Background: an optimization exercise with open tools, aiming at small area, a short achievable clock period and few clock cycles per item. Do not read the settings as production practice.
RTL that was checked went through simulation tests only; none was proved equivalent to the original.
Power is estimated from default activity; no workload was simulated.

## minha_fpu
module minha_fpu
(
    input logic clock_100KHz,
    input logic reset,
    input logic start,
    input logic [31:0] op_A_in,
    input logic [31:0] op_B_in,
    output logic [3:0] status_out,
    output logic [31:0] data_out,
    output logic done
);
==> flow/config.mk <==
export PLATFORM = sky130hd
export DESIGN_NAME = minha_fpu
export DESIGN_NICKNAME = minha_fpu
export VERILOG_FILES = /design/flow/design.v
export SDC_FILE = /design/flow/constraint.sdc
export NUM_CORES = 4
export LEC_CHECK = 0
export ABC_AREA = 1
export CAP_MARGIN = 20
export CORE_MARGIN = 2
export CORE_UTILIZATION = 40
export SETUP_SLACK_MARGIN = 4.75
export SLEW_MARGIN = 20
==> flow/constraint.sdc <==
create_clock -name core_clock -period 11.0 [get_ports {clock_100KHz}]
set_input_delay 2.2000 -clock core_clock [delete_from_list [all_inputs] [get_ports {clock_100KHz}]]
set_output_delay 2.2000 -clock core_clock [all_outputs]
set_load 0.01 [all_outputs]
standard.sh (not shown) runs the stock make flow with config.mk's settings and CLKGATE_MAP_FILE= SYNTH_SCRIPT=/design/flow/synth_recipe.tcl, a recipe that flattens the netlist after the stock synthesis.
==> flow/flow/run.sh <==
#!/bin/bash
# Standard ORFS layout (the standard.sh) with two changes:
# - the port buffers use sky130_fd_sc_hd__buf_1 instead of the cell buffer_ports
#   picks by default;
# - synthesis does not extract full/half adder cells (ADDER_MAP_FILE empty), so
#   ABC maps the prefix adders of the RTL itself.
set -euo pipefail
export BUFFER_PORTS_ARGS="-buffer_cell sky130_fd_sc_hd__buf_1"
export ADDER_MAP_FILE=
bash standard.sh > standard.log 2>&1
The starting point passed the timing, design-rule and antenna checks.
Testbench counts at the start, summed over its fixed seeds: cycles 24,000, items 24,000.
Next try:
SETUP_SLACK_MARGIN = 4.2   (was 4.75)
Via count goes down by 2.7%.
Core utilization fell by 2.0 points.
Combinational power decreases by 4.9%.
Wire length falls by 5.1%.
Worst hold slack hardly moves.
Critical path depth goes down by 10.
Clock power stays flat.
Sequential share of layout area rises by 0.59 points.
Next try:
--- a/flow/flow/run.sh
+++ b/flow/flow/run.sh
@@ -9,0 +10 @@
+export CTS_ARGS="-sink_clustering_enable -repair_clock_nets -sink_clustering_size 20 -buf_list sky130_fd_sc_hd__clkbuf_4 -dont_use_dummy_load"
CTS_BUF_LIST = sky130_fd_sc_hd__clkbuf_4   (was default)
CTS_CLUSTER_SIZE = 20   (was default)
SETUP_SLACK_MARGIN = 4.5   (was 4.2)
The new run finished clean. Synthesized cell count is unchanged. Count of clock-buffer cells in the layout stays the same. Critical path depth went up by 15. Design area went up by 0.92%. Via count went up by 1.2%. Cell count went up by 0.88%. Non-clock buffer count went up by 16. First-iteration DRC count went down by 7.2%.
Next try:
--- a/flow/flow/run.sh
+++ b/flow/flow/run.sh
@@ -10 +9,0 @@
-export CTS_ARGS="-sink_clustering_enable -repair_clock_nets -sink_clustering_size 20 -buf_list sky130_fd_sc_hd__clkbuf_4 -dont_use_dummy_load"
CAP_MARGIN = 0   (was 20)
CTS_BUF_LIST = default   (was sky130_fd_sc_hd__clkbuf_4)
CTS_CLUSTER_SIZE = default   (was 20)
SLEW_MARGIN = 0   (was 20)
Effect: The changed run passed the timing, design-rule and antenna checks; first-iteration DRC count increases by 4.1%; sequential share of layout area decreases by 0.16 points; clock-buffer cell count is unchanged; non-clock buffer count falls by 4; via count shrinks by 0.35%; flip-flop and latch count stays the same; clock power rose by 130%.

minha_fpu, a different RTL version from the one above (not shown whole).
Size: ~1,000 cells after synthesis, about 38 flip-flops, ~100 I/O pins, about 8300 µm² of cells after synthesis.
export LEC_CHECK = 0
export CAP_MARGIN = 20
export CORE_MARGIN = 2
export CORE_UTILIZATION = 40
export SETUP_SLACK_MARGIN = 3
export SLEW_MARGIN = 20
create_clock -name core_clock -period 11.0 [get_ports {clock_100KHz}]
run.sh (not shown) runs the stock make flow with config.mk's settings and CLKGATE_MAP_FILE= SYNTH_SCRIPT=/design/flow/synth_recipe.tcl, a recipe that flattens the netlist after the stock synthesis.
Stock flow here: none of the scripts above is used.
The first run went through all stages and came out clean.
Edit:
--- a/flow/config.mk
+++ b/flow/config.mk
@@ -11 +11 @@
-export SETUP_SLACK_MARGIN = 3
+export SETUP_SLACK_MARGIN = 2
The new run went through all stages and came out clean.
Wire length decreases by 4.4%.
Utilization drops by 2.7 points.
Total power falls by 6.8%.
Via count came out lower by 2.0%.
Worst setup slack gets worse by 0.79 ns.
Sequential power hardly moves.
Synthesized area stays the same.
Hold slack is worse by 0.0073 ns.
No run of this note included a check of the RTL's function; only the layout flow was run.

## job 2615
minha_fpu with an RTL version that a note above also has.
For scale: roughly 1,400 cells after synthesis, about 100 I/O pins, about 7600 um^2 of cells after synthesis.
Design minha_fpu, start of the top module:
module minha_fpu
(
    input logic clock_100KHz,
    input logic reset,
    input logic start,
    input logic [31:0] op_A_in,
    input logic [31:0] op_B_in,
    output logic [3:0] status_out,
    output logic [31:0] data_out,
    output logic done
);
==> flow/config.mk <==
export PLATFORM = sky130hd
export DESIGN_NAME = minha_fpu
export DESIGN_NICKNAME = minha_fpu
export VERILOG_FILES = /design/flow/design.v
export SDC_FILE = /design/flow/constraint.sdc
export NUM_CORES = 4
export LEC_CHECK = 0
export ABC_AREA = 1
export CAP_MARGIN = 20
export CORE_MARGIN = 2
export CORE_UTILIZATION = 40
export GPL_ROUTABILITY_DRIVEN = 0
export SETUP_SLACK_MARGIN = 4.5
export SLEW_MARGIN = 20
==> flow/constraint.sdc <==
create_clock -name core_clock -period 11.0 [get_ports {clock_100KHz}]
set_input_delay 2.2000 -clock core_clock [delete_from_list [all_inputs] [get_ports {clock_100KHz}]]
set_output_delay 2.2000 -clock core_clock [all_outputs]
set_load 0.01 [all_outputs]
standard.sh (not shown) runs the stock make flow with config.mk's settings and CLKGATE_MAP_FILE= SYNTH_SCRIPT=/design/flow/synth_recipe.tcl, a recipe that flattens the netlist after the stock synthesis.
==> flow/flow/run.sh <==
#!/bin/bash
# Standard ORFS layout (the standard.sh) with two changes:
# - the port buffers use sky130_fd_sc_hd__buf_1 instead of the cell buffer_ports
#   picks by default;
# - synthesis does not extract full/half adder cells (ADDER_MAP_FILE empty), so
#   ABC maps the prefix adders of the RTL itself.
set -euo pipefail
export BUFFER_PORTS_ARGS="-buffer_cell sky130_fd_sc_hd__buf_1"
export ADDER_MAP_FILE=
bash standard.sh > standard.log 2>&1
Job 2615 completed end to end with timing, DRC and antenna clean.
Testbench counts of job 2615, summed over its fixed seeds: cycles 24,000, items 24,000.
The inputs of job 513 differ from those of job 2615 as listed below.
# job 2615
export LEC_CHECK = 0
export ABC_AREA = 1
export CAP_MARGIN = 20
export CORE_MARGIN = 2
export CORE_UTILIZATION = 40
export GPL_ROUTABILITY_DRIVEN = 0
export SETUP_SLACK_MARGIN = 4.5
export SLEW_MARGIN = 20
create_clock -name core_clock -period 11.0 [get_ports {clock_100KHz}]
# job 513
export LEC_CHECK = 0
export ABC_AREA = 1
export CAP_MARGIN = 20
export CORE_MARGIN = 2
export CORE_UTILIZATION = 40
export CTS_BUF_LIST = sky130_fd_sc_hd__clkbuf_8
export CTS_CLUSTER_DIAMETER = 200
export CTS_CLUSTER_SIZE = 40
export SETUP_SLACK_MARGIN = 4.5
export SLEW_MARGIN = 20
create_clock -name core_clock -period 11.0 [get_ports {clock_100KHz}]
Results
- Compare job 513 and job 2615 | highest ir drop seen on vdd lower: job 513
- Any difference in count of non-filler cells in the finished layout between job 513 and job 2615 is small enough to ignore.
- | routed length on met3 | job 513 vs job 2615 | about 1.6% lower |

==> separate check: timing with driven ports <==
The flow's constraints put no driver on any port. The routed layouts listed below were extracted and timed again, unchanged, in two steps. Step 1 (the two cells are an assumption about what drives the block):
set clk [get_ports {clock_100KHz}]
set_driving_cell -lib_cell sky130_fd_sc_hd__clkbuf_16 $clk
set_driving_cell -lib_cell sky130_fd_sc_hd__buf_2 [delete_from_list [all_inputs] $clk]
Step 2 also shifts input and output timing later by t, the mid clock arrival at the registers, as if the neighbouring blocks saw the same clock. Slacks: no drivers / after step 1 / after step 2; pairs: no drivers / after step 1.
| run | t (ns) | setup slack, ns | hold slack, ns | latest minus earliest clock arrival (ns) | slew at the worst register clock pin (ns) |
|---|---|---|---|---|---|
| the first run of note 1 | 0.307 | 4.957 / 4.971 / 4.663 | 0.467 / 0.467 / 0.467 | 0.004 / 0.005 | 0.05 / 0.05 |
| the second run of note 1 | 0.308 | 4.634 / 4.598 / 4.390 | 0.467 / 0.467 / 0.467 | 0.004 / 0.004 | 0.05 / 0.05 |
| the third run of note 1 | 0.353 | 4.837 / 4.842 / 4.489 | 0.476 / 0.476 / 0.476 | 0.034 / 0.034 | 0.11 / 0.11 |
| the fourth run of note 1 | 0.307 | 4.853 / 4.817 / 4.589 | 0.467 / 0.467 / 0.467 | 0.004 / 0.005 | 0.05 / 0.05 |
| the first run of note 2 | 0.315 | 3.087 / 3.096 / 2.781 | 0.477 / 0.477 / 0.477 | 0.004 / 0.004 | 0.06 / 0.06 |
| the second run of note 2 | 0.317 | 2.294 / 2.308 / 1.991 | 0.470 / 0.470 / 0.470 | 0.006 / 0.006 | 0.06 / 0.06 |
| job 2615 | 0.308 | 4.864 / 4.873 / 4.565 | 0.460 / 0.460 / 0.460 | 0.003 / 0.004 | 0.05 / 0.05 |
| job 513 | 0.312 | 4.899 / 4.867 / 4.628 | 0.471 / 0.471 / 0.471 | 0.008 / 0.008 | 0.07 / 0.07 |
After both steps every run listed still meets setup and hold. For the third run of note 1, which loses most, drivers alone change the setup slack by +0.005 ns; drivers and shift together by -0.348 ns.
